Context: an optimization exercise on an open-source flow, tuned for small area. The choices shown serve that exercise and are no tape-out recipe.
Where RTL was checked, it was by simulation tests only, not by an equivalence proof against the original.
Power and IR drop assume default switching activity.

## main
==> flow/design.v <==
module simon(
    input wire clk,
    input wire rst,
    input wire [3:0] btn,
    input wire start,
    input wire difficulty,  
    output reg [3:0] led,
    output reg [11:0] rgb,
    output reg hsync,
    output reg vsync,
    output reg [6:0] score,    
    output reg [3:0] an        
);
    localparam IDLE  = 3'b000;
    localparam SHOW  = 3'b001;
    localparam INPUT = 3'b011;
    localparam WIN   = 3'b100;
    localparam LOSE  = 3'b101;
    localparam L_OFF  = 2'd0;   
    localparam L_SEQ  = 2'd1;   
    localparam L_BTN  = 2'd2;   
    localparam L_ALL  = 2'd3;   
    reg [16:0] tb;
    reg [4:0]  h_hi;
    reg [9:0]  v_count;
    wire tb_wrap7 = &tb[6:0];
    always @(posedge clk or posedge rst) begin
        if (rst) begin
            tb <= 17'd3;
            h_hi <= 0;
            v_count <= 0;
        end else begin
            tb <= tb + 1'b1;
            if (tb_wrap7) begin
                if (h_hi == 5'd24) begin
                    h_hi <= 0;
                    if (v_count == 10'd524)
                        v_count <= 0;
                    else
                        v_count <= v_count + 1'b1;
                end else
                    h_hi <= h_hi + 1'b1;
            end
        end
    end
    wire h_vis = (h_hi < 5'd20);
    wire v_vis = (v_count < 10'd480);
    always @* begin
        hsync = ~((h_hi == 5'd20 && tb[6]) || h_hi == 5'd21 || h_hi == 5'd22 ||
                  (h_hi == 5'd23 && !tb[6]));
        vsync = ~(v_count[9:1] == 9'd245);
    end
    wire tb_low = (tb[14:2] == 13'd0) && (tb[1:0] != 2'b11);
    wire ds0 = ~tb[16] & (tb[15] ~^ tb_low);
    reg [15:0] lfsr;
    always @(posedge clk) begin
        if (rst)
            lfsr <= 16'hFFFF;
        else
            lfsr <= {lfsr[14:0], lfsr[15] ^ lfsr[14] ^ lfsr[12] ^ lfsr[3]};
    end
    reg [2:0]  state;
    reg [2:0]  digit;       
    reg [1:0]  lsrc;
    reg [2:0]  pos;
    reg [12:0] cnt;         
    reg [3:0]  btn_prev;
    reg [3:0]  btn_valid;
    reg [1:0]  seq0, seq1, seq2, seq3, seq4;
    reg [1:0] cur;
    always @* begin
        case (pos)
            3'd0: cur = seq0;
            3'd1: cur = seq1;
            3'd2: cur = seq2;
            3'd3: cur = seq3;
            default: cur = seq4;
        endcase
    end
    wire [3:0] cur_oh = 4'b0001 << cur;
    wire last  = (pos == digit);
    wire final_round = difficulty ? (digit == 3'd4) : (digit == 3'd3);
    wire led_on = difficulty ? (cnt < 13'd5000) : (cnt < 13'd2000);
    wire step   = difficulty ? (cnt == 13'd6000) : (cnt == 13'd2500);
    wire hit    = (btn_valid == cur_oh);
    wire [1:0] newval = {lfsr[1] & lfsr[0], ~lfsr[1] & lfsr[0]};
    wire s_idle  = (state == IDLE);
    wire s_show  = (state == SHOW);
    wire s_input = (state == INPUT);
    wire s_win   = (state == WIN);
    wire s_lose  = (state == LOSE);
    always @(posedge clk or posedge rst) begin
        if (rst) begin
            state <= IDLE;
            digit <= 0;
            lsrc <= L_OFF;
        end else begin
            lsrc <= L_OFF;
            case (state)
                IDLE: begin
                    if (start) begin
                        state <= SHOW;
                        digit <= 0;
                    end
                end
                SHOW: begin
                    if (!step) begin
                        if (led_on) lsrc <= L_SEQ;
                    end else if (last)
                        state <= INPUT;
                end
                INPUT: begin
                    lsrc <= L_BTN;
                    if (|btn_valid) begin
                        if (hit) begin
                            if (last) begin
                                digit <= digit + 1'b1;
                                state <= final_round ? WIN : SHOW;
                            end
                        end else
                            state <= LOSE;
                    end
                end
                WIN: begin
                    lsrc <= L_ALL;
                    if (start) state <= IDLE;
                end
                LOSE: begin
                    if (start) state <= IDLE;
                end
                default: state <= IDLE;
            endcase
        end
    end
    wire advance = (s_show & step) | (s_input & (|btn_valid) & hit);
    always @(posedge clk) begin
        btn_prev <= btn;
        btn_valid <= btn & ~btn_prev;
        if ((s_show & ~step) | s_lose)
            cnt <= cnt + 1'b1;
        else
            cnt <= 0;
        if (s_idle)
            pos <= 0;
        else if (advance)
            pos <= last ? 3'd0 : pos + 1'b1;
        if (s_idle & start)
            seq0 <= lfsr[1:0];
        if (s_input & (|btn_valid) & hit & last) begin
            case (digit)
                3'd0: seq1 <= newval;
                3'd1: seq2 <= newval;
                3'd2: seq3 <= newval;
                default: seq4 <= newval;
            endcase
        end
    end
    always @* begin
        case (lsrc)
            L_OFF: led = 4'b0000;
            L_SEQ: led = cur_oh;
            L_BTN: led = btn_prev;
            default: led = 4'b1111;
        endcase
    end
    always @* begin
        an = {3'b111, ~ds0};
        if (ds0) begin
            case (digit)
                3'd0: score = 7'b1000000;
                3'd1: score = 7'b1111001;
                3'd2: score = 7'b0100100;
                3'd3: score = 7'b0110000;
                3'd4: score = 7'b0011001;
                3'd5: score = 7'b0010010;
                3'd6: score = 7'b0000010;
                default: score = 7'b1111000;
            endcase
        end else
            score = 7'b1111111;
    end
    always @* begin
        if (h_vis && v_vis) begin
            case (state)
                SHOW, INPUT: begin
                    case (led)
                        4'b0001: rgb = 12'h00F;
                        4'b0010: rgb = 12'hFF0;
                        4'b0100: rgb = 12'hF0F;
                        4'b1000: rgb = 12'h0F0;
                        default: rgb = 12'h444;
                    endcase
                end
                WIN: rgb = 12'hF00;
                LOSE: rgb = cnt[10] ? 12'h00F : 12'h333;
                default: rgb = 12'h333;
            endcase
        end else
            rgb = 12'h000;
    end
endmodule
clock: 10.0 ns
lec_check: 0
cap_margin: 20
core_margin: 2
core_utilization: 40
place_density: 0.6
slew_margin: 20
run.sh (not shown) runs the stock make flow with config.mk's settings and CLKGATE_MAP_FILE= SYNTH_SCRIPT=/design/flow/synth_recipe.tcl, a recipe that flattens the netlist after the stock synthesis.
Input-level comparison between the feature branch and main:
diff --git a/flow/design.v b/flow/design.v
--- a/flow/design.v
+++ b/flow/design.v
@@ -53,10 +53,12 @@
     wire tb_low = (tb[14:2] == 13'd0) && (tb[1:0] != 2'b11);
     wire ds0 = ~tb[16] & (tb[15] ~^ tb_low);
-    reg [15:0] lfsr;
+    reg [15:0] lfsr_q;
+    wire [15:0] lfsr = lfsr_q ^ 16'hAAAA;
+    wire [15:0] lfsr_n = {lfsr[14:0], lfsr[15] ^ lfsr[14] ^ lfsr[12] ^ lfsr[3]};
     always @(posedge clk) begin
         if (rst)
-            lfsr <= 16'hFFFF;
+            lfsr_q <= 16'hFFFF ^ 16'hAAAA;
         else
-            lfsr <= {lfsr[14:0], lfsr[15] ^ lfsr[14] ^ lfsr[12] ^ lfsr[3]};
+            lfsr_q <= lfsr_n ^ 16'hAAAA;
     end
     reg [2:0]  state;
@@ -81,6 +83,9 @@
     wire last  = (pos == digit);
     wire final_round = difficulty ? (digit == 3'd4) : (digit == 3'd3);
-    wire led_on = difficulty ? (cnt < 13'd5000) : (cnt < 13'd2000);
-    wire step   = difficulty ? (cnt == 13'd6000) : (cnt == 13'd2500);
+    wire off_f = cnt[11] | (&cnt[10:6] & (cnt[5] | cnt[4]));
+    wire off_s = cnt[12] & (cnt[11] | cnt[10] | (&cnt[9:7] & (|cnt[6:3])));
+    wire led_on = ~(difficulty ? off_s : off_f);
+    wire step   = difficulty ? (cnt[12] & cnt[10] & cnt[9] & cnt[8] & cnt[6] & cnt[5] & cnt[4])
+                             : (cnt[11] & cnt[8] & cnt[7] & cnt[6] & cnt[2]);
     wire hit    = (btn_valid == cur_oh);
     wire [1:0] newval = {lfsr[1] & lfsr[0], ~lfsr[1] & lfsr[0]};
### Flow results
- The setup slack of the feature branch is larger than that of main.
- In terms of aggregate global-route resource usage, main and the feature branch differ only marginally.
- main -> the feature branch: sequential-to-total area share from yosys stat flat
- Lower synthesized area divided by synthesized cell count was reported by main, not the feature branch.
- Share of cell area taken by muxes after synthesis, the feature branch and main, lower one = main.
- Global-route wire length before repair shrinks slightly when moving from main to the feature branch.
- Timing, DRC, antenna: 0 failures across the feature branch and main
- main reports its timing endpoint of the critical path as rgb[8] while the feature branch reports rgb[9].
- Where worst hold slack after final layout is concerned, main is better than the feature branch.
- Route | the feature branch vs main | wire shorter in the feature branch
- Die area: main vs the feature branch, no meaningful difference
- Looking at cell depth of the worst setup path, the feature branch sits 1 lower than main does.
- [compare] base=main new=the feature branch: final antenna-violating net count neither gained nor lost much; power after layout lower.
Function not checked in the feature branch: the RTL went through the layout flow alone.

-- separate check: timing with driven ports --
In the flow no input, the clock included, has a driving cell. The finished layouts below were timed again as built, in two steps.
Step 1 (the two cells are an assumption about what drives the block):
set clk [get_ports {clk}]
set_driving_cell -lib_cell sky130_fd_sc_hd__clkbuf_16 $clk
set_driving_cell -lib_cell sky130_fd_sc_hd__buf_2 [delete_from_list [all_inputs] $clk]
Step 2 also shifts input and output timing later by t, the mid clock arrival at the registers, as if the neighbouring blocks saw the same clock.
a / b / c = ideal ports / drivers / drivers and shift; a / b = the first two.
| run | t, ns | setup slack, ns | worst register clock-pin slew, ns | worst slew at a driven data input, ns | pins driven straight from the clock port |
|---|---|---|---|---|---|
| main | 0.375 | 4.596 / 4.560 / 4.935 | 0.07 / 0.07 | 0.03 | 1 |
| the feature branch | 0.384 | 4.812 / 4.772 / 5.156 | 0.07 / 0.07 | 0.03 | 1 |
After both steps setup and hold are still met in every run listed.
